Background: an optimization exercise with open tools, aiming at small area. Do not read the settings as production practice.
At most, simulation tests tie the RTL to the original design; equivalence was not proved.
Power and IR drop assume default switching activity.

==> job 2470 <==
## phil_core
module phil_core
(
    input wire clk,
    input wire rst_n,
    input wire [64-1:0] s_axis_tdata,
    input wire s_axis_tlast,
    input wire s_axis_tvalid,
    output wire s_axis_tready,
    input wire step,
    input wire [13:0] adc_ch1,
    output wire [13:0] dac_ch1,
    output wire [13:0] dac_ch2,
    output wire [43-1:0] out1,
    output wire [43-1:0] out2,
    output wire comp_ready
);
==> module phil_dac, before the edit <==
module phil_dac
(
    input wire [42:0] y,
    output wire [13:0] q
);
wire sg = y[42];
wire z = ~|y[31:0];
wire [18:0] kk = {{8{~sg}}, ~y[42:32]};
wire [19:0] c;
assign c[0] = z;
genvar i;
generate for (i = 0; i < 19; i = i + 1) begin : cch
    assign c[i+1] = (y[i] & kk[i]) | (y[i] & c[i]) | (kk[i] & c[i]);
end endgenerate
wire c19 = c[19];
wire inc = sg & c19;
wire dec = ~sg & ~c19;
wire [23:0] a = y[42:19];
wire [24:0] t;           
assign t[0] = inc | dec;
wire [23:0] v;
generate for (i = 0; i < 24; i = i + 1) begin : incdec
    assign v[i] = a[i] ^ t[i];
    assign t[i+1] = t[i] & (inc ? a[i] : ~a[i]);
end endgenerate
wire vneg = v[23];
wire vhi_pos = ($signed(v) >= 24'sd40960);
wire vlo_neg = ($signed(v) < -24'sd40960);
wire satp = ~sg & vhi_pos;
wire satn = sg & vlo_neg;
wire [2:0] r [0:17];
wire [15:0] u;
assign r[16] = v[16] ? 3'd4 : 3'd0;
generate for (i = 15; i >= 0; i = i - 1) begin : dv
    wire [3:0] tt = {r[i+1], v[i]};
    assign u[i] = (tt >= 4'd5);
    assign r[i] = (tt >= 4'd5) ? tt - 4'd5 : tt[2:0];
end endgenerate
assign q = satp ? 14'h1FFF : satn ? 14'h2000 : {sg, u[12:0]};
endmodule
==> flow/config.mk <==
export PLATFORM = sky130hd
export DESIGN_NAME = phil_core
export DESIGN_NICKNAME = phil_core
export VERILOG_FILES = /design/flow/design.v
export SDC_FILE = /design/flow/constraint.sdc
export NUM_CORES = 8
export LEC_CHECK = 0
export ABC_AREA = 1
export CAP_MARGIN = 20
export CORE_MARGIN = 2
export CORE_UTILIZATION = 40
export SLEW_MARGIN = 20
==> flow/constraint.sdc <==
create_clock -name core_clock -period 25.0 [get_ports {clk}]
set_input_delay 5.0000 -clock core_clock [delete_from_list [all_inputs] [get_ports {clk}]]
set_output_delay 5.0000 -clock core_clock [all_outputs]
set_load 0.01 [all_outputs]
run.sh (not shown) runs the stock make flow with config.mk's settings and CLKGATE_MAP_FILE= SYNTH_SCRIPT=/design/flow/synth_recipe.tcl, a recipe that flattens the netlist after the stock synthesis.
==> job 4760 (differences from job 2470) <==
--- a/flow/design.v
+++ b/flow/design.v
@@ -889,8 +889,8 @@
     assign t[i+1] = t[i] & (inc ? a[i] : ~a[i]);
 end endgenerate
 wire vneg = v[23];
-wire vhi_pos = ($signed(v) >= 24'sd40960);
-wire vlo_neg = ($signed(v) < -24'sd40960);
+wire vhi_pos = ~v[23] & (v[22:0] >= 23'd40960);
+wire vlo_neg = v[23] & (v[22:0] < 23'd8347648);    
 wire satp = ~sg & vhi_pos;
 wire satn = sg & vlo_neg;
 wire [2:0] r [0:17];
- CTS_BUF_LIST: default -> sky130_fd_sc_hd__clkbuf_16
- CTS_CLUSTER_DIAMETER: default -> 100
- CTS_CLUSTER_SIZE: default -> 25
==> job 9211 (differences from job 2470) <==
--- a/flow/design.v
+++ b/flow/design.v
@@ -889,8 +889,8 @@
     assign t[i+1] = t[i] & (inc ? a[i] : ~a[i]);
 end endgenerate
 wire vneg = v[23];
-wire vhi_pos = ($signed(v) >= 24'sd40960);
-wire vlo_neg = ($signed(v) < -24'sd40960);
+wire vhi_pos = ~v[23] & (v[22:0] >= 23'd40960);
+wire vlo_neg = v[23] & (v[22:0] < 23'd8347648);    
 wire satp = ~sg & vhi_pos;
 wire satn = sg & vlo_neg;
 wire [2:0] r [0:17];
- CTS_BUF_LIST: default -> sky130_fd_sc_hd__clkbuf_4
==> notes <==
Fmax: job 2470 < job 4760 < job 9211.
Of job 9211 and job 2470, job 9211 has the higher non-clock buffer count (gap 38).
The highest clock power belongs to job 2470, the lowest to job 4760.
Critical path depth, lowest first: job 4760, job 2470, job 9211.
Sequential share of layout area, highest first: job 4760, job 9211, job 2470.
Count of clock-buffer cells in the layout: job 4760 < job 2470 < job 9211.
The highest register-to-register slack belongs to job 9211, the lowest to job 2470.
Routed wire length, highest first: job 9211, job 4760, job 2470.
No functional check of the RTL was part of job 2470.

==> afterwards: timing with drivers on the ports <==
The results above use ideal ports. As a check the final layouts listed here were re-extracted and re-timed, cells and wires unchanged. Step 1: set_driving_cell puts a clkbuf_16 on clk and a buf_2 on each other input, an assumption about the parent block. Step 2, shift: input delay + t, output delay - t, t = (earliest + latest rising clock arrival at the registers) / 2. This alone moves slack from input paths to output paths. Three values: ideal, step 1, step 2; two values: the first two.
run | shift t [ns] | setup WS [ns] | clock arrival spread, ns
job 2470 | 0.740 | 0.734 / 0.734 / 0.734 | 0.053 / 0.053
job 4760 | 0.734 | 0.839 / 0.839 / 0.839 | 0.071 / 0.071
job 9211 | 1.189 | 0.903 / 0.903 / 0.903 | 0.120 / 0.120
After both steps setup and hold are still met in every run listed.
